What follows belongs to an exercise in optimizing a design on an open flow for a short achievable clock period and few clock cycles; a production flow would make more cautious choices. RTL that was checked went through simulation tests only; none was proved equivalent to the original. No functional check of the RTL was part of runs 1 and 3. No activity file was given, so power comes from the tool's default toggle rates.

File: design/flow/config.mk
export PLATFORM = sky130hd
export DESIGN_NAME = bitty_cpu
export DESIGN_NICKNAME = bitty_cpu
export VERILOG_FILES = /design/flow/design.v
export SDC_FILE = /design/flow/constraint.sdc
export NUM_CORES = 4
export LEC_CHECK = 0
export ABC_AREA = 1
export ABC_CLOCK_PERIOD_IN_PS = 2000
export CAP_MARGIN = 20
export CORE_MARGIN = 2
export CORE_UTILIZATION = 40
export SETUP_SLACK_MARGIN = 4.2
export SLEW_MARGIN = 20
File: design/flow/flow/run.sh
#!/bin/bash
# Standard ORFS layout, with the port buffers made from buf_4 cells
# instead of the delay-buffer cell buffer_ports picks on its own.
set -e
cd "$(dirname "$0")/.."
ls -la > files.log
cat standard.sh > standard_sh_copy.log
export BUFFER_PORTS_ARGS="-buffer_cell sky130_fd_sc_hd__buf_4"
bash standard.sh > standard.log 2>&1
File: design/flow/constraint.sdc
create_clock -name core_clock -period 6.0 [get_ports {clk}]
set_input_delay 1.2000 -clock core_clock [delete_from_list [all_inputs] [get_ports {clk}]]
set_output_delay 1.2000 -clock core_clock [all_outputs]
set_load 0.01 [all_outputs]
File: design/flow/standard.sh
#!/bin/bash
# synth_recipe.tcl (not shown) runs the flow's synth.tcl, then flattens the netlist and writes it again
# the make line also repeats each setting of config.mk as NAME=value (left out here)
make -C /OpenROAD-flow-scripts/flow DESIGN_CONFIG=/design/flow/config.mk WORK_HOME=/design/flow/orfs CLKGATE_MAP_FILE= SYNTH_SCRIPT=/design/flow/synth_recipe.tcl "${@:-finish}"
File: design/flow/design.v
module ALU(
    input  wire [15:0] in_a,
    input  wire [15:0] in_b,
    input  wire [7:0]  sel,
    output wire [15:0] ALU_out
);
wire [15:0] sum, dif;
wire        sum_co, dif_co;
ks_add #(0) add_u(.a(in_a), .b(in_b),  .s(sum), .cout(sum_co));
ks_add #(1) sub_u(.a(in_a), .b(~in_b), .s(dif), .cout(dif_co));
wire        eq  = in_a == in_b;
wire        lt  = ~dif_co;                  
wire [15:0] cmp = {14'd0, lt, ~lt & ~eq};
wire        big = |in_b[15:4];              
wire [15:0] shl = big ? 16'd0 : in_a << in_b[3:0];
wire [15:0] shr = big ? 16'd0 : in_a >> in_b[3:0];
assign ALU_out = ({16{sel[0]}} & sum)
               | ({16{sel[1]}} & dif)
               | ({16{sel[2]}} & (in_a & in_b))
               | ({16{sel[3]}} & (in_a | in_b))
               | ({16{sel[4]}} & (in_a ^ in_b))
               | ({16{sel[5]}} & shl)
               | ({16{sel[6]}} & shr)
               | ({16{sel[7]}} & cmp);
endmodule
module ks_add #(parameter CIN = 0) (
    input  wire [15:0] a,
    input  wire [15:0] b,
    output wire [15:0] s,
    output wire        cout
);
wire [15:0] p = a ^ b;
wire [15:0] t = a | b;
wire [15:0] g = a & b;
wire [15:0] g1, t1, g2, t2, g3, t3, g4, t4;
genvar i;
generate
    for (i = 0; i < 16; i = i + 1) begin : lv
        if (i == 0) begin
            if (CIN) begin
                assign g1[i] = t[0];
            end else begin
                assign g1[i] = g[0];
            end
            assign t1[i] = t[0];
        end else if (i == 1 && CIN) begin
            assign g1[i] = t[1] & (g[1] | a[0] | b[0]);
            assign t1[i] = t[1] & t[0];
        end else begin
            assign g1[i] = t[i] & (g[i] | a[i-1]) & (g[i] | b[i-1]);
            assign t1[i] = t[i] & t[i-1];
        end
        if (i >= 2) begin
            assign g2[i] = g1[i] | (t1[i] & g1[i-2]);
            assign t2[i] = t1[i] & t1[i-2];
        end else begin
            assign g2[i] = g1[i];
            assign t2[i] = t1[i];
        end
        if (i >= 4) begin
            assign g3[i] = g2[i] | (t2[i] & g2[i-4]);
            assign t3[i] = t2[i] & t2[i-4];
        end else begin
            assign g3[i] = g2[i];
            assign t3[i] = t2[i];
        end
        if (i >= 8) begin
            assign g4[i] = g3[i] | (t3[i] & g3[i-8]);
            assign t4[i] = t3[i] & t3[i-8];
        end else begin
            assign g4[i] = g3[i];
            assign t4[i] = t3[i];
        end
    end
endgenerate
assign s    = p ^ {g4[14:0], CIN[0]};
assign cout = g4[15];
endmodule
module bitty_cpu(
    input clk,
    input rst,
    output [7:0] imem_addr,
    input [15:0] imem_rdata,
    output [15:0] dmem_addr,
    output [15:0] dmem_wdata,
    output dmem_we,
    input [15:0] dmem_rdata,
    output reg halted
    );
reg [15:0] r [0:7];
reg [15:0] c;
reg [7:0]  fa;           
reg        arr_ok;       
reg [7:0]  d_pc;         
reg        d_pred;       
reg        replay;       
reg [15:0] ibuf;
reg [7:0]  ibuf_pc;
reg        ibuf_pred;
reg        e_valid, e_alu, e_ld, e_st, e_br, e_pred;
reg        e_bpred;          
reg        e_dres, e_dact;   
reg [7:0]  e_sel;
reg        e_subcmp;         
reg [2:0]  e_rx;
reg [1:0]  e_cond;
reg [7:0]  e_tgt, e_pc, e_pc1;
reg [15:0] e_a, e_b;
reg        w_alu, w_ld;      
reg [2:0]  w_rx;
reg [15:0] w_val;
localparam NB = 4;
reg        b_v   [0:NB-1];
reg [7:0]  b_pc  [0:NB-1];
reg [7:0]  b_tgt [0:NB-1];
reg [1:0]  b_rr;
reg        u_ins, u_inv;     
reg [7:0]  u_pc, u_tgt;
assign imem_addr  = fa;
reg [15:0] m_addr, m_wdata;
assign dmem_addr  = m_addr;
assign dmem_wdata = m_wdata;
assign dmem_we    = e_st;        
wire [15:0] alu_out;
ALU alu(.in_a(e_a), .in_b(e_b), .sel(e_sel), .ALU_out(alu_out));
wire [15:0] cc = w_ld ? dmem_rdata : w_alu ? w_val : c;
wire c_hi0 = cc[15:2] == 14'd0;
wire e_act = e_br & c_hi0 &
             ((e_cond == 2'b00 & ~cc[1] & ~cc[0]) |
              (e_cond == 2'b01 & ~cc[1] &  cc[0]) |
              (e_cond == 2'b10 &  cc[1] & ~cc[0]));
wire e_miss = e_valid & ~e_dres & (e_act != e_pred);
wire [7:0] e_fix = e_act ? e_tgt : e_pc1;
wire e_out = e_dres ? e_dact : e_act;    
wire e_wr = e_alu;               
reg       p_hit;
reg [7:0] p_tgt;
integer j;
always @(*) begin
    p_hit = 1'b0;
    p_tgt = 8'd0;
    for (j = 0; j < NB; j = j + 1)
        if (b_v[j] & b_pc[j] == fa) begin
            p_hit = 1'b1;
            p_tgt = p_tgt | b_tgt[j];
        end
end
wire [15:0] ins      = replay ? ibuf : imem_rdata;
wire [7:0]  ins_pc   = replay ? ibuf_pc : d_pc;
wire        ins_pred = replay ? ibuf_pred : d_pred;
wire        dv       = (replay | arr_ok) & ~e_miss & ~halted;
wire [1:0] fmt    = ins[1:0];
wire [2:0] rx     = ins[15:13];
wire [2:0] ry     = ins[12:10];
wire [2:0] op     = ins[4:2];
wire       d_alu  = ~fmt[1];
wire       d_ld   = fmt == 2'b11 & ~ins[2];
wire       d_st   = fmt == 2'b11 &  ins[2];
wire       d_br   = fmt == 2'b10 & ins[3:2] != 2'b11;
wire       d_halt = fmt == 2'b10 & ins[3:2] == 2'b11;
wire [1:0] ifmt = imem_rdata[1:0];
wire i_use_rx = ~ifmt[1] | ifmt == 2'b11 & imem_rdata[2];
wire i_use_ry = ifmt == 2'b00 | ifmt == 2'b11;
wire stall  = ~replay & arr_ok & ~e_miss & ~halted & e_ld &
              ((i_use_rx & imem_rdata[15:13] == e_rx) |
               (i_use_ry & imem_rdata[12:10] == e_rx));
wire        w_wr   = w_alu | w_ld;
wire [15:0] w_data = w_ld ? dmem_rdata : w_val;
wire [15:0] rf_a = replay ? r[ibuf[15:13]] : r[imem_rdata[15:13]];
wire [15:0] rf_b = replay ? r[ibuf[12:10]] : r[imem_rdata[12:10]];
wire [15:0] ra = (e_wr & e_rx == rx) ? alu_out :
                 (w_wr & w_rx == rx) ? w_data : rf_a;
wire [15:0] rb = (e_wr & e_rx == ry) ? alu_out :
                 (w_wr & w_rx == ry) ? w_data : rf_b;
wire go = dv & ~stall;           
wire [15:0] cd   = w_ld ? dmem_rdata : w_alu ? w_val : c;
wire        cd_hi0 = cd[15:2] == 14'd0;
wire        e_eq   = e_a == e_b;
wire        d_res  = d_br & ~e_ld & (~e_alu | e_subcmp & ins[3:2] == 2'b00);
wire        d_act  = e_alu ? e_eq :
                     cd_hi0 &
                     ((ins[3:2] == 2'b00 & ~cd[1] & ~cd[0]) |
                      (ins[3:2] == 2'b01 & ~cd[1] &  cd[0]) |
                      (ins[3:2] == 2'b10 &  cd[1] & ~cd[0]));
wire        d_back = d_br & ~d_res & ~ins_pred & ins[11:4] <= ins_pc;
wire        d_redir = go & ((d_res & (d_act != ins_pred)) | d_back);
wire [7:0]  d_fix   = (d_res ? d_act : 1'b1) ? ins[11:4] : ins_pc + 8'd1;
integer i;
always @(posedge clk) begin
    if (rst) begin
        for (i = 0; i < 8; i = i + 1) r[i] <= 16'd0;
        for (i = 0; i < NB; i = i + 1) b_v[i] <= 1'b0;
        c        <= 16'd0;
        b_rr     <= 2'd0;
        u_ins    <= 1'b0;
        u_inv    <= 1'b0;
        arr_ok   <= 1'b0;
        fa       <= 8'd0;
        d_pc     <= 8'd0;
        d_pred   <= 1'b0;
        replay   <= 1'b0;
        e_valid  <= 1'b0;
        e_alu    <= 1'b0;
        e_ld     <= 1'b0;
        e_st     <= 1'b0;
        e_br     <= 1'b0;
        w_alu    <= 1'b0;
        w_ld     <= 1'b0;
        halted   <= 1'b0;
    end else begin
        for (i = 0; i < 8; i = i + 1)
            if (w_wr & w_rx == i)
                r[i] <= w_data;
        if (w_wr)
            c <= w_data;
        w_alu <= e_alu;
        w_ld  <= e_ld;
        u_ins <= e_valid & e_br & e_out & ~e_bpred;
        u_inv <= e_valid & e_bpred & ~e_out;
        if (u_ins) begin
            b_v[b_rr]   <= 1'b1;
            b_pc[b_rr]  <= u_pc;
            b_tgt[b_rr] <= u_tgt;
            b_rr        <= b_rr + 2'd1;
        end
        if (u_inv)
            for (i = 0; i < NB; i = i + 1)
                if (b_pc[i] == u_pc)
                    b_v[i] <= 1'b0;
        d_pc   <= fa;
        d_pred <= p_hit;
        if (e_miss) begin
            fa     <= e_fix;
            arr_ok <= 1'b0;
            replay <= 1'b0;
        end else if (d_redir) begin
            fa     <= d_fix;
            arr_ok <= 1'b0;
            replay <= 1'b0;
        end else if (stall) begin
            fa     <= fa;
            arr_ok <= 1'b0;
            replay <= 1'b1;
        end else begin
            fa     <= p_hit ? p_tgt : fa + 8'd1;
            arr_ok <= 1'b1;
            replay <= 1'b0;
        end
        if (dv & d_halt)
            halted <= 1'b1;
        e_valid <= go & ~d_halt;
        e_alu   <= go & d_alu;
        e_ld    <= go & d_ld;
        e_st    <= go & d_st;
        e_br    <= go & d_br;
    end
end
always @(posedge clk) begin
    ibuf      <= ins;
    ibuf_pc   <= ins_pc;
    ibuf_pred <= ins_pred;
    w_rx   <= e_rx;
    u_pc   <= e_pc;
    u_tgt  <= e_tgt;
    w_val  <= alu_out;
    e_sel  <= 8'd1 << op;
    e_subcmp <= op == 3'd1 | op == 3'd7;
    e_rx   <= rx;
    e_cond <= ins[3:2];
    e_tgt  <= ins[11:4];
    e_pc   <= ins_pc;
    e_pc1  <= ins_pc + 8'd1;
    e_pred  <= ins_pred | d_back;
    e_bpred <= ins_pred;
    e_dres  <= d_res;
    e_dact  <= d_act;
    e_a    <= ra;
    if (d_ld | d_st)
        m_addr <= rb;
    if (d_st)
        m_wdata <= ra;
    e_b    <= (fmt == 2'b01) ? {8'd0, ins[12:5]} : rb;
end
endmodule
==> results of run 1 <==
==> cell usage after synthesis (all sizes together) (13+ instances only) <==
cell    number
nor3        30
o21ai      333
o22ai      138
nand3      177
ha          79
nand4       41
clkbuf     118
o41ai       25
o221ai      35
nor4        13
a221oi      17
or2         16
nand2      633
edfxtp      96
o211ai      41
nor2       245
inv        405
buf         22
a21oi      267
dfxtp      291
xor2        26
==> per-stage QoR <==
stage	std cells	worst slack, ns
global placement	3853	1.924
global route	4324	3.279
CTS	4225	3.459
floorplan	3146	3.190
detailed placement	3853	1.986
finish	4325	3.367
==> sequential cells by signal, summed over array words and instances (netlist names), 3 cells and up <==
register and count:
fa 8, ibuf 6, e_tgt 7, b_v 4, r 128, u_pc 8
e_pc1 8, e_pc 8, w_val 16, m_wdata 16, b_pc 32, d_pc 8
m_addr 16, e_a 16, e_sel 8, e_b 16, b_tgt 32, c 16
u_tgt 8, w_rx 3
==> power breakdown <==
group	switching, uW	internal (uW)	leakage [uW]
Combinational	839	509	0.00935
Clock	1200	1620	0.000729
Sequential	89.1	2730	0.00329
==> critical path, stage by stage, from the launching register on <==
cell	delay (ns)
dfxtp_4	0.37
buf_8	0.14
buf_16	0.14
buf_8	0.14
o21ai_4	0.22
buf_12	0.15
ha_4	0.19
nand2_4	0.07
nor2_4	0.04
nand2_1	0.07
o211ai_1	0.10
o21ai_2	0.09
nand4_1	0.21
nand2_4	0.20
nand2_8	0.09
nand2_2	0.07
nand3_1	0.08
a21oi_2	0.15
==> cells by family (layout without fill, tap and decap cells) <==
logic type | Yosys count | after routing
simple gates | 1162 | 1169
buf+inv | 557 | 980
flops | 387 | 387
mux | 4 | 4
compound gates | 924 | 924
xor+xnor | 33 | 33
other cells | 0 | 1
fa+ha+maj | 79 | 79
==> final cells by class <==
cell class,instances,area [um2],area share (%)
Antenna cell,1,2.502,0.007463
Clock buffer,59,1292,3.855
Clock inverter,22,206.4,0.6157
Inverter,417,1904,5.680
Multi-Input combinational cell,2209,15130,45.13
Sequential cell,387,8866,26.44
Tap cell,748,935.9,2.791
Timing Repair Buffer,466,5037,15.02
Timing Repair inverter,16,151.4,0.4515
==> how the worst min path moves through the flow <==
stage	startpoint	endpoint	slack [ns]	cells after the start
6_report	e_pc[4]	u_pc[4]	0.36	0
5_1_grt	e_pc[5]	u_pc[5]	0.36	0
4_1_cts	e_tgt[5]	u_tgt[5]	0.35	0
3_5_place_dp	e_pc[7]	u_pc[7]	0.34	0
3_3_place_gp	e_pc[5]	u_pc[5]	0.34	0
2_1_floorplan	e_pc[5]	u_pc[5]	0.32	0
==> repair_timing <==
action,4_1_cts,5_1_grt
cloned,31,3
setup endpoints to repair,407,286
setup buffers,260,96
pin swaps,131,192
gates resized for setup,756,386
endpoints found under the hold margin,0,0
==> metal layers <==
layer	GRT usage (%)	wire length, um	part of all wire, %	up-vias
met5	1.178	13	0.011	-
met4	22.67	9223	7.8	2
met3	10.71	14570	12	651
met2	58.68	49650	42	1951
met1	49.24	44120	38	12680
li1	-	-	-	11630
==> key figures, run 1 <==
Outcome
  • Status: timing/DRC/antenna clean

Final layout
  • Fraction of layout cells with a size suffix above 1: 36.10%
  • Final-layout fill cell count: 4774
  • Commonest non-fill, non-tap cells in the layout: nand2_1 (500), inv_1 (309), buf_4 (265), dfxtp_1 (237), a21oi_1 (219)
  • Most common cell after layout, fill and taps aside: nand2_1
  • P&R area growth vs syn: 49.41%
  • Final core occ: 60.62%
  • Finished Cell Area: 0.03353 mm2
  • Nets: 3654

Clock tree
  • Clock Latency Late Sink: 0.62 ns
  • CTS Buffer Depth: 3
  • Hold Buf Count CTS: 0
  • CTS sink cnt: 387
  • Clock transition at the registers of the reported paths: 0.06 ns
  • H-tree levels: 2
  • CTS tree: done
  • CTS root buffer: clkbuf_16
  • Total CTS buffers: 44

Drt
  • Detailed Routing Iterations Pass 1: 9
  • Vias: 26920
  • DRT antenna net count: 0
  • Number of remaining DRC errors: 0
  • DR WL/cell: 27.19 um
  • Via density: 6.225
  • Initial DRC count: 3572
  • Final WL: 117600 um

Timing
  • Clock Skews: 0.02131 ns
  • Final min period: 2.633 ns
  • Hold_ws: 0.3565 ns
  • TNS Setup: 0 ns
  • Fin crit share: 43.88%
  • Count of pins over their slew limit: 0
  • Fmax: 379.8 MHz
  • Least-Margin Pin Slew: 0.9090 ns
  • Hold Vio Cnt, Final: 0
  • Slew headroom: 39.32%
  • RSZ-0062 raised after global routing: yes
  • # setup viols final: 0

Yosys
  • Top_reg_cell synth: dfxtp_1
  • Synth warn: 2
  • Area contributors post-synth: dfxtp_1 (26%), edfxtp_1 (13%), nand2_1 (11%)
  • Synthesized-area fraction occupied by adder cells: 4.405%
  • Post-synthesis cell count: 3146
  • Post-synthesis register bit count: 387
  • Synth Net Count: 3259
  • Synthesized area: 0.02244 mm2
  • Fraction of registers with async set or reset after synthesis: 0%
  • Post-synthesis compound-gate area fraction: 24.01%
  • Share of the synthesized area in the top cell type: 25.96%
  • Largest family of logic cells by synthesized area: compound AO/OA/AOI/OAI gates
  • Largest area contributor in the netlist: dfxtp_1
  • Post-Synth XOR/XNOR Area: 1.288%
  • Mux contribution to synthesized area: 0.1784%
  • Simple-gate portion of the synthesized area: 21.88%
  • Number of library cell types mapped by synthesis: 57
  • Post-synth EDFFs: 96
  • Register area share after synthesis: 38.80%
  • Avg Cell Area, Syn: 7.133 um2

Power and ir drop
  • Max IR drop VDD: 0.1845 mV
  • Design Power: 6982 uW
  • Pleak: 0.01337 uW
  • Power Dens Cells: 208.2 mW/mm2

Floorplan
  • Initial core utilization: 40.58%
  • Die W: 240.9 um
  • Full die area: 0.05801 mm2
  • Std-Cell Rows: 86
  • Top Ports: 76
  • Vert. Die Dim: 240.9 um
  • CORE AREA: 0.05531 mm2

Job
  • MaxCap Viol Count: 0

Worst setup path
  • CP startpoint kind: flop
  • R2r setup slk: 3.37 ns
  • Crit path launch: replay
  • Worst R2R Start: replay
  • Crit path DAT: 3.17 ns
  • Worst Setup EP: fa[1]
  • R2R Path End: fa[1]
  • Worst R2R Path Depth: 17
  • Worst setup EP type: flop
  • CP required: 6.53 ns
  • CP Max Fanout: 9
  • CP Class: flop to flop

GRT
  • First-pass GRT wire length: 164300 um
  • Largest net degree at the start of global routing: 72
  • Initial antenna violation count: 3
  • Total gr overflow: 0
  • GRT Overall Usage: 38.71%
  • Vias in the first global route: 25030

Placement
  • Placed cell area: 0.02415 mm2
  • GP Congestion: 1.084
  • IO buf count: 75
  • DPL Wire Length: 70690 um

Worst hold path
  • Hold Crit Class: flop to flop
==> run 2, diff against run 1 <==
--- a/design/flow/design.v
+++ b/design/flow/design.v
@@ -118,7 +118,6 @@
 reg [7:0]  u_pc, u_tgt;
 assign imem_addr  = fa;
-reg [15:0] m_addr, m_wdata;
-assign dmem_addr  = m_addr;
-assign dmem_wdata = m_wdata;
+assign dmem_addr  = e_b;
+assign dmem_wdata = e_a;
 assign dmem_we    = e_st;        
 wire [15:0] alu_out;
@@ -276,8 +275,4 @@
     e_dact  <= d_act;
     e_a    <= ra;
-    if (d_ld | d_st)
-        m_addr <= rb;
-    if (d_st)
-        m_wdata <= ra;
     e_b    <= (fmt == 2'b01) ? {8'd0, ins[12:5]} : rb;
 end
==> design/flow/run.sh (new file) <==
#!/bin/bash
# synth_recipe.tcl (not shown) runs the flow's synth.tcl, then flattens the netlist and writes it again
# the make line also repeats each setting of config.mk as NAME=value (left out here)
make -C /OpenROAD-flow-scripts/flow DESIGN_CONFIG=/design/flow/config.mk WORK_HOME=/design/flow/orfs CLKGATE_MAP_FILE= SYNTH_SCRIPT=/design/flow/synth_recipe.tcl finish
removed: design/flow/flow/run.sh
removed: design/flow/standard.sh
==> run 2 against run 1 <==
Compared with the run above: first-iteration DRC count decreased by 6.0%; die area decreased by 3.5%; clock skew increased by 0.020 ns; worst hold slack got worse by 0.015 ns; final cell count decreased by 0.83%; count of clock-buffer cells in the layout increased by 1; non-clock buffer count increased by 57; largest cell class unchanged.
==> key figures, run 2 <==
Floorplan
  • Top Ports: 76
  • Vert. Die Dim: 236.6 um
  • CORE AREA: 0.05371 mm2
  • Full die area: 0.05599 mm2
  • Initial core utilization: 40.30%
  • Die W: 236.6 um
  • Std-Cell Rows: 85

Power and ir drop
  • Power Dens Cells: 198.8 mW/mm2
  • Sw Ratio: 31.11%
  • Comb power frac: 21.1%
  • Net Switching: 2074 uW
  • Max IR drop VDD: 0.2584 mV
  • Design Power: 6667 uW
  • Power share of the clock group: 40.4%
  • Pleak: 0.01328 uW
  • Flop pwr share: 38.4%
  • Internal power: 4593 uW

Placement
  • IO buf count: 75
  • Placed cell count: 3763
  • Setup WS pre-CTS: 1.688 ns
  • DPL Wire Length: 72050 um
  • GP Congestion: 1.047
  • Placed cell area: 0.02320 mm2

Worst setup path
  • Max incr delay on CP: 0.29 ns
  • CP max stage cell: nand3_1
  • Worst path cell trace: buf_12, nand3_2, buf_6, clkinvlp_4, buf_6, buf_6, a22oi_2, nand3_1, o211ai_1, nand3_1, a31oi_1, a21oi_1
  • Worst R2R Path Depth: 13
  • Worst setup EP type: flop
  • Crit path DAT: 3.15 ns
  • CP most frequent cell: buf_6
  • Largest delay share family, worst path: buffers and inverters
  • Levels on crit path: 12
  • Bufs and invs on worst path: 5
  • CP required: 6.48 ns
  • CP Class: primary input to flop
  • CP Max Fanout: 8
  • CP startpoint kind: primary input

Timing
  • RSZ-0062 raised after global routing: yes
  • Setup ws final: 3.334 ns
  • Slew headroom: 50.30%
  • Hold Vio Cnt, Final: 0
  • Fin crit share: 44.43%
  • # setup viols final: 0
  • Final min period: 2.666 ns
  • TNS Setup: 0 ns
  • Fmax: 375.1 MHz
  • Count of pins over their slew limit: 0
  • Least-Margin Pin Slew: 0.7447 ns
  • Clock Skews: 0.04175 ns

GRT
  • Vias in the first global route: 25310
  • Initial antenna violation count: 3
  • First-pass GRT wire length: 170000 um
  • Total gr overflow: 0
  • GRT Overall Usage: 41.01%
  • Largest net degree at the start of global routing: 71

Worst hold path
  • Hold Crit Class: flop to flop
  • WHS Path Cells: 0

Clock tree
  • CTS Buffer Depth: 3
  • CTS root buffer: clkbuf_16
  • Hold Buf Count CTS: 0
  • Clock transition at the registers of the reported paths: 0.06 ns
  • H-tree levels: 2
  • CTS tree: done
  • CTS sink cnt: 355
  • Clock Latency Late Sink: 0.61 ns
  • Total CTS buffers: 41

Yosys
  • Fraction of registers with async set or reset after synthesis: 0%
  • Top_reg_cell synth: dfxtp_1
  • Post-synthesis register bit count: 355
  • Synthesized area: 0.02164 mm2
  • Avg Cell Area, Syn: 6.944 um2
  • Area contributors post-synth: dfxtp_1 (27%), nand2_1 (10%), edfxtp_1 (8.9%)
  • Post-synth EDFFs: 64
  • Largest area contributor in the netlist: dfxtp_1
  • Synth Net Count: 3230
  • Post-synthesis cell count: 3117
  • Share of the synthesized area in the top cell type: 26.91%
  • Synth warn: 2
  • Number of library cell types mapped by synthesis: 63
  • Synth top cells by count: nand2_1 (582), inv_1 (388), o21ai_0 (340)
  • Count leader, synth: nand2_1
  • Register area share after synthesis: 35.79%

Final layout
  • Nets: 3669
  • Multi-input logic area: 0.01569 mm2
  • Finished Cell Area: 0.03354 mm2
  • Largest register FFs: 128
  • P&R area growth vs syn: 54.96%
  • Top flop regs: r: 128 flops, b_pc: 32 flops, b_tgt: 32 flops
  • Commonest non-fill, non-tap cells in the layout: nand2_1 (485), buf_4 (292), inv_1 (283), dfxtp_1 (233), nor2_1 (212)
  • Sequential Area: 0.007945 mm2
  • Fraction of layout cells with a size suffix above 1: 38.06%
  • Final-layout fill cell count: 4548
  • Post-route insts no fill: 4289
  • Most flops, register: r
  • Most common cell after layout, fill and taps aside: nand2_1

Drt
  • DRT antenna net count: 0
  • Number of remaining DRC errors: 0
  • DR WL/cell: 28.50 um
  • Via density: 6.322
  • Detailed Routing Iterations Pass 1: 6
  • Final WL: 122200 um
  • Vias: 27120
  • Initial DRC count: 3358

Outcome
  • Status: timing/DRC/antenna clean

Job
  • MaxCap Viol Count: 0
==> run 2: worst paths after layout <==
check	slack (ns)	endpoint	startpoint
hold / removal	0.34	u_pc[1]	e_pc[1]
hold reg to reg	0.34	u_pc[1]	e_pc[1]
setup / recovery	3.33	e_b[5]	imem_rdata[11]
setup reg to reg	3.40	e_b[5]	replay
==> run 2: power groups by stage <==
| stage | Combinational, uW | Clock, uW | Sequential (uW) |
|---|---|---|---|
| after floorplan | 523 | 0 | 2580 |
| after global routing | 1460 | 2800 | 2560 |
| after global placement | 773 | 0 | 2630 |
| after CTS | 1190 | 2700 | 2560 |
| after detailed placement | 776 | 0 | 2640 |
| final | 1410 | 2690 | 2560 |
==> run 2: cells by family (layout without fill, tap and decap cells) <==
| logic type | after synthesis | in the layout | share of synthesized area [%] |
|---|---|---|---|
| flip-flops | 355 | 355 | 35.79 |
| AND/OR/NAND/NOR | 1134 | 1142 | 22.23 |
| buffers and inverters | 561 | 1025 | 9.937 |
| AO/OA/AOI/OAI | 943 | 943 | 25.61 |
| other | 0 | 4 | 0 |
| XOR/XNOR | 37 | 37 | 1.497 |
| multiplexers | 8 | 8 | 0.3700 |
| adder cells (fa/ha/maj) | 79 | 79 | 4.567 |
==> run 2: final cells by class <==
class	count	share of cell area (%)
multi-input combinational	2209	46.77
clock inverter	16	0.6566
antenna	4	0.02984
clock buffer	60	3.675
sequential	355	23.69
tap	696	2.596
timing repair buffer	523	16.34
inverter	409	5.775
timing repair inverter	17	0.4700
==> run 2: timing repair <==
action                     in CTS  in global routing
setup endpoints to repair     348                243
gates cloned                   33                  4
buffers inserted              302                107
resized for setup            1213                393
pin swaps                     240                209
==> run 2: stage by stage <==
step | hold slack [ns] | util [%]
3_3_place_gp | 0.3300 | 43.20
6_report | 0.3415 | 62.45
3_5_place_dp | 0.3314 | 43.20
5_1_grt | 0.3433 | 62.43
2_1_floorplan | 0.3235 | -
4_1_cts | 0.3405 | 57.80
==> run 2: layer usage <==
metal	vias up	global-route usage [%]	wire length, um	share of wire (%)
met5	-	0	16	0.013
met4	2	25.82	10400	8.5
met3	675	9.373	14250	12
met2	2107	63.23	52550	43
met1	12700	51.88	45020	37
li1	11630	-	-	-
Testbench counts of run 2, summed over its fixed seeds: cycles 75,367.
==> run 3, diff against run 2 <==
--- a/design/flow/design.v
+++ b/design/flow/design.v
@@ -107,4 +107,5 @@
 reg [7:0]  e_tgt, e_pc, e_pc1;
 reg [15:0] e_a, e_b;
+reg        e_fa, e_fb;       
 reg        w_alu, w_ld;      
 reg [2:0]  w_rx;
@@ -115,12 +116,12 @@
 reg [7:0]  b_tgt [0:NB-1];
 reg [1:0]  b_rr;
-reg        u_ins, u_inv;     
-reg [7:0]  u_pc, u_tgt;
 assign imem_addr  = fa;
-assign dmem_addr  = e_b;
-assign dmem_wdata = e_a;
+wire [15:0] opa = e_fa ? w_val : e_a;
+wire [15:0] opb = e_fb ? w_val : e_b;
+assign dmem_addr  = opb;
+assign dmem_wdata = opa;
 assign dmem_we    = e_st;        
 wire [15:0] alu_out;
-ALU alu(.in_a(e_a), .in_b(e_b), .sel(e_sel), .ALU_out(alu_out));
+ALU alu(.in_a(opa), .in_b(opb), .sel(e_sel), .ALU_out(alu_out));
 wire [15:0] cc = w_ld ? dmem_rdata : w_alu ? w_val : c;
 wire c_hi0 = cc[15:2] == 14'd0;
@@ -168,12 +169,11 @@
 wire [15:0] rf_a = replay ? r[ibuf[15:13]] : r[imem_rdata[15:13]];
 wire [15:0] rf_b = replay ? r[ibuf[12:10]] : r[imem_rdata[12:10]];
-wire [15:0] ra = (e_wr & e_rx == rx) ? alu_out :
-                 (w_wr & w_rx == rx) ? w_data : rf_a;
-wire [15:0] rb = (e_wr & e_rx == ry) ? alu_out :
-                 (w_wr & w_rx == ry) ? w_data : rf_b;
+wire [15:0] ra = (w_wr & w_rx == rx) ? w_data : rf_a;
+wire [15:0] rb = (w_wr & w_rx == ry) ? w_data : rf_b;
+wire        imm = fmt == 2'b01;
 wire go = dv & ~stall;           
 wire [15:0] cd   = w_ld ? dmem_rdata : w_alu ? w_val : c;
 wire        cd_hi0 = cd[15:2] == 14'd0;
-wire        e_eq   = e_a == e_b;
+wire        e_eq   = opa == opb;
 wire        d_res  = d_br & ~e_ld & (~e_alu | e_subcmp & ins[3:2] == 2'b00);
 wire        d_act  = e_alu ? e_eq :
@@ -192,6 +192,4 @@
         c        <= 16'd0;
         b_rr     <= 2'd0;
-        u_ins    <= 1'b0;
-        u_inv    <= 1'b0;
         arr_ok   <= 1'b0;
         fa       <= 8'd0;
@@ -215,15 +213,13 @@
         w_alu <= e_alu;
         w_ld  <= e_ld;
-        u_ins <= e_valid & e_br & e_out & ~e_bpred;
-        u_inv <= e_valid & e_bpred & ~e_out;
-        if (u_ins) begin
+        if (e_valid & e_br & e_out & ~e_bpred) begin
             b_v[b_rr]   <= 1'b1;
-            b_pc[b_rr]  <= u_pc;
-            b_tgt[b_rr] <= u_tgt;
+            b_pc[b_rr]  <= e_pc;
+            b_tgt[b_rr] <= e_tgt;
             b_rr        <= b_rr + 2'd1;
         end
-        if (u_inv)
+        if (e_valid & e_bpred & ~e_out)
             for (i = 0; i < NB; i = i + 1)
-                if (b_pc[i] == u_pc)
+                if (b_pc[i] == e_pc)
                     b_v[i] <= 1'b0;
         d_pc   <= fa;
@@ -260,6 +256,4 @@
     ibuf_pred <= ins_pred;
     w_rx   <= e_rx;
-    u_pc   <= e_pc;
-    u_tgt  <= e_tgt;
     w_val  <= alu_out;
     e_sel  <= 8'd1 << op;
@@ -275,5 +269,7 @@
     e_dact  <= d_act;
     e_a    <= ra;
-    e_b    <= (fmt == 2'b01) ? {8'd0, ins[12:5]} : rb;
+    e_b    <= imm ? {8'd0, ins[12:5]} : rb;
+    e_fa   <= e_wr & e_rx == rx;
+    e_fb   <= e_wr & e_rx == ry & ~imm;
 end
 endmodule
==> design/flow/flow/run.sh (new file) <==
#!/bin/bash
# Standard ORFS layout, with the port buffers made from buf_4 cells
# instead of the delay-buffer cell buffer_ports picks on its own.
set -e
cd "$(dirname "$0")/.."
ls -la > files.log
cat standard.sh > standard_sh_copy.log
export BUFFER_PORTS_ARGS="-buffer_cell sky130_fd_sc_hd__buf_4"
bash standard.sh > standard.log 2>&1
==> design/flow/standard.sh (new file) <==
#!/bin/bash
# synth_recipe.tcl (not shown) runs the flow's synth.tcl, then flattens the netlist and writes it again
# the make line also repeats each setting of config.mk as NAME=value (left out here)
make -C /OpenROAD-flow-scripts/flow DESIGN_CONFIG=/design/flow/config.mk WORK_HOME=/design/flow/orfs CLKGATE_MAP_FILE= SYNTH_SCRIPT=/design/flow/synth_recipe.tcl "${@:-finish}"
--- a/design/flow/config.mk
+++ b/design/flow/config.mk
@@ -6,9 +6,8 @@
 export NUM_CORES = 4
 export LEC_CHECK = 0
-export ABC_AREA = 1
 export ABC_CLOCK_PERIOD_IN_PS = 2000
 export CAP_MARGIN = 20
 export CORE_MARGIN = 2
 export CORE_UTILIZATION = 40
-export SETUP_SLACK_MARGIN = 4.2
+export SETUP_SLACK_MARGIN = 3.5
 export SLEW_MARGIN = 20
removed: design/flow/run.sh
==> run 3 against run 2 <==
Compared with the run above: still clean; worst hold slack gained 0.074 ns; setup slack lost 0.78 ns; non-clock buffer count shrank 193; sequential share of layout area grew 2.4 points; sequential cell count shrank 16; clock skew shrank 0.017 ns; total power grew 1.6%; cell area shrank 14%; via count shrank 19%; count of clock-buffer cells in the layout shrank 5; global-route usage shrank 10 points; largest cell class unchanged; largest power group unchanged.
==> key figures, run 3 <==
Timing
  • TNS Setup: 0 ns
  • Clock Skews: 0.02440 ns
  • Count of pins over their slew limit: 0
  • RSZ-0062 raised after global routing: yes
  • # setup viols final: 0
  • Final min period: 3.442 ns
  • Fin crit share: 57.36%
  • Slew headroom: 22.87%
  • Fmax: 290.6 MHz
  • Least-Margin Pin Slew: 1.125 ns
  • Hold Vio Cnt, Final: 0

Clock tree
  • CTS sink cnt: 339
  • Clock Latency Late Sink: 0.58 ns
  • CTS tree: done
  • Total CTS buffers: 39
  • Hold Buf Count CTS: 0
  • H-tree levels: 2
  • CTS root buffer: clkbuf_16
  • CTS Buffer Depth: 3
  • Clock transition at the registers of the reported paths: 0.06 ns

GRT
  • Largest net degree at the start of global routing: 90
  • First-pass GRT wire length: 133100 um
  • Initial antenna violation count: 0
  • GRT Overall Usage: 30.79%
  • Total gr overflow: 0
  • Vias in the first global route: 21020

Floorplan
  • Die W: 236.7 um
  • Initial core utilization: 40.33%
  • Vert. Die Dim: 236.7 um
  • CORE AREA: 0.05371 mm2
  • Full die area: 0.05603 mm2
  • Std-Cell Rows: 85
  • Top Ports: 76

Job
  • MaxCap Viol Count: 0

Final layout
  • Top flop regs: r: 128 flops, b_pc: 32 flops, b_tgt: 32 flops
  • P&R area growth vs syn: 32.63%
  • Commonest non-fill, non-tap cells in the layout: nor2_1 (283), dfxtp_1 (253), buf_4 (192), a21oi_1 (169), a211oi_1 (166)
  • ANT cells: 0
  • Final-layout fill cell count: 4758
  • Most flops, register: r
  • Finished Cell Area: 0.02873 mm2
  • Fraction of layout cells with a size suffix above 1: 27.58%
  • Nets: 2805
  • Most common cell after layout, fill and taps aside: nor2_1
  • Largest register FFs: 128

Power and ir drop
  • Pleak: 0.01033 uW
  • Max IR drop VDD: 0.2512 mV
  • Design Power: 6772 uW
  • Power Dens Cells: 235.7 mW/mm2

Yosys
  • Synth warn: 2
  • Synthesized area: 0.02166 mm2
  • Count leader, synth: nor2_1
  • Post-synth EDFFs: 64
  • Post-synthesis register bit count: 339
  • Post-synthesis cell count: 2506
  • Register area share after synthesis: 34.29%
  • Area contributors post-synth: dfxtp_1 (25%), edfxtp_1 (8.9%), mux2i_1 (7.6%)
  • Fraction of registers with async set or reset after synthesis: 0%
  • Number of library cell types mapped by synthesis: 86
  • Synth top cells by count: nor2_1 (303), dfxtp_1 (275), a21oi_1 (183)
  • Largest area contributor in the netlist: dfxtp_1
  • Share of the synthesized area in the top cell type: 25.42%
  • Synth Net Count: 2619
  • Top_reg_cell synth: dfxtp_1
  • Avg Cell Area, Syn: 8.644 um2

Worst hold path
  • WHS Path Cells: 0
  • Hold Crit Class: flop to flop

Worst setup path
  • CP Class: flop to flop
  • Crit path DAT: 3.91 ns
  • CP startpoint kind: flop
  • CP max stage cell: dfxtp_4
  • Worst R2R Path Depth: 15
  • Max incr delay on CP: 0.38 ns
  • CP required: 6.47 ns
  • CP Max Fanout: 6
  • CP most frequent cell: buf_12
  • Worst path cell trace: buf_12, buf_12, buf_12, mux2i_4, ha_4, nor4_4, nand4_1, buf_6, or2_4, and3_4, a32oi_4, nand2_4, o211a_1, o31a_1, a211oi_2
  • Worst setup EP type: flop

Drt
  • Via density: 6.453
  • Number of remaining DRC errors: 0
  • Detailed Routing Iterations Pass 1: 6
  • Final WL: 90210 um
  • Vias: 22060
  • Initial DRC count: 2546
  • DRT antenna net count: 0
  • DR WL/cell: 26.38 um

Outcome
  • Status: timing/DRC/antenna clean

Placement
  • Placed cell area: 0.02322 mm2
  • IO buf count: 75
  • GP Congestion: 0.9390
  • DPL Wire Length: 57450 um
==> run 3: cell count changes after synthesis, sizes merged, moves of 118 or more <==
| cell | previous run | this run |
|---|---|---|
| mux2i | 8 | 166 |
| a211oi | 4 | 172 |
| nand3 | 153 | 35 |
| nand2 | 588 | 135 |
| o21ai | 364 | 109 |
| inv | 398 | 96 |
==> run 3: power by group <==
part           switching (uW)  internal, uW
Clock                    1030          1580
Sequential                157          2390
Combinational             925           686
Total                    2120          4660
==> run 3: worst max-delay path, delay by kind of cell, from the launching register on <==
| kind | cells | cell delay (ns) |
|---|---|---|
| buf+inv | 4 | 0.51 |
| flops | 1 | 0.38 |
| fa+ha+maj | 1 | 0.26 |
| simple gates | 5 | 1.08 |
| mux | 1 | 0.29 |
| compound gates | 4 | 0.82 |
==> run 3: area by class of cell <==
cell class / instances / area, um2 / area share (%)
clock buffers: 55 / 1125 / 3.915
inverters: 100 / 496.7 / 1.729
multi-input cells: 1879 / 14870 / 51.75
flip-flops and latches: 339 / 7485 / 26.05
repair buffers: 330 / 3578 / 12.46
well taps: 696 / 870.8 / 3.031
repair inverters: 3 / 21.27 / 0.07404
clock inverters: 17 / 284.0 / 0.9886
==> run 3: through the flow <==
stage | hold slack [ns] | setup WS, ns | cells | util (%)
2_1_floorplan | 0.3290 | 2.709 | 2506 | -
3_3_place_gp | 0.4061 | 1.175 | 3132 | 43.23
3_5_place_dp | 0.4045 | 1.165 | 3132 | 43.24
4_1_cts | 0.4122 | 2.569 | 3361 | 51.33
5_1_grt | 0.4188 | 2.474 | 3419 | 53.49
6_report | 0.4159 | 2.558 | 3419 | 53.49
==> run 3: cells by family after synthesis <==
family,synth area share (%)
AOI/OAI and AO/OA,24.91
and+or+nand+nor,14.15
DFF,34.29
buffers and inverters,5.314
muxes,12.29
xor gates and xnor gates,4.488
adders and majority gates,4.563
==> run 3: layer usage <==
metal	global-route usage [%]	share of wire (%)	vias to the layer above
met5	0	0	-
met3	5.281	8.8	358
met1	40.68	41	10640
li1	-	-	9732
met4	14.79	6.1	0
met2	48.86	44	1328
==> run 3: timing repair <==
item | CTS | global route
cloned | 14 | 8
pin swaps | 63 | 51
gates resized for setup | 358 | 123
endpoints found under the setup margin | 202 | 184
buffers inserted | 143 | 50
==> run 3: final timing paths <==
kind | startpoint | end | slack [ns]
min reg2reg | ibuf[15] | w_rx[2] | 0.42
max | e_fb | fa[2] | 2.56
max reg2reg | e_fb | fa[2] | 2.56
min | ibuf[15] | w_rx[2] | 0.42

static timing again, ports no longer ideal:
How much do the figures lean on ideal ports? The routed layouts below were timed once more, with nothing changed but the port constraints. Step 1 assumes that a clkbuf_16 drives the clock port and a buf_2 every other input. Step 2 moves the port delays by t, midway between the first and last clock arrival at a register: inputs arrive t later, outputs are due t later. That takes back most of the time a late clock gives input paths. a / b / c = no drivers / after step 1 / after step 2; a / b = the first two.
run	shift t [ns]	setup slack, ns	latest minus earliest clock arrival (ns)	slew at the worst register clock pin (ns)
run 1	0.665	3.367 / 3.367 / 2.722	0.023 / 0.023	0.07 / 0.07
run 2	0.647	3.334 / 3.346 / 2.699	0.041 / 0.042	0.07 / 0.07
run 3	0.630	2.558 / 2.557 / 2.120	0.026 / 0.026	0.07 / 0.07
After both steps every run listed still meets setup and hold. For run 1, which loses most, drivers alone change the setup slack by 0.000 ns; drivers and shift together by -0.645 ns.
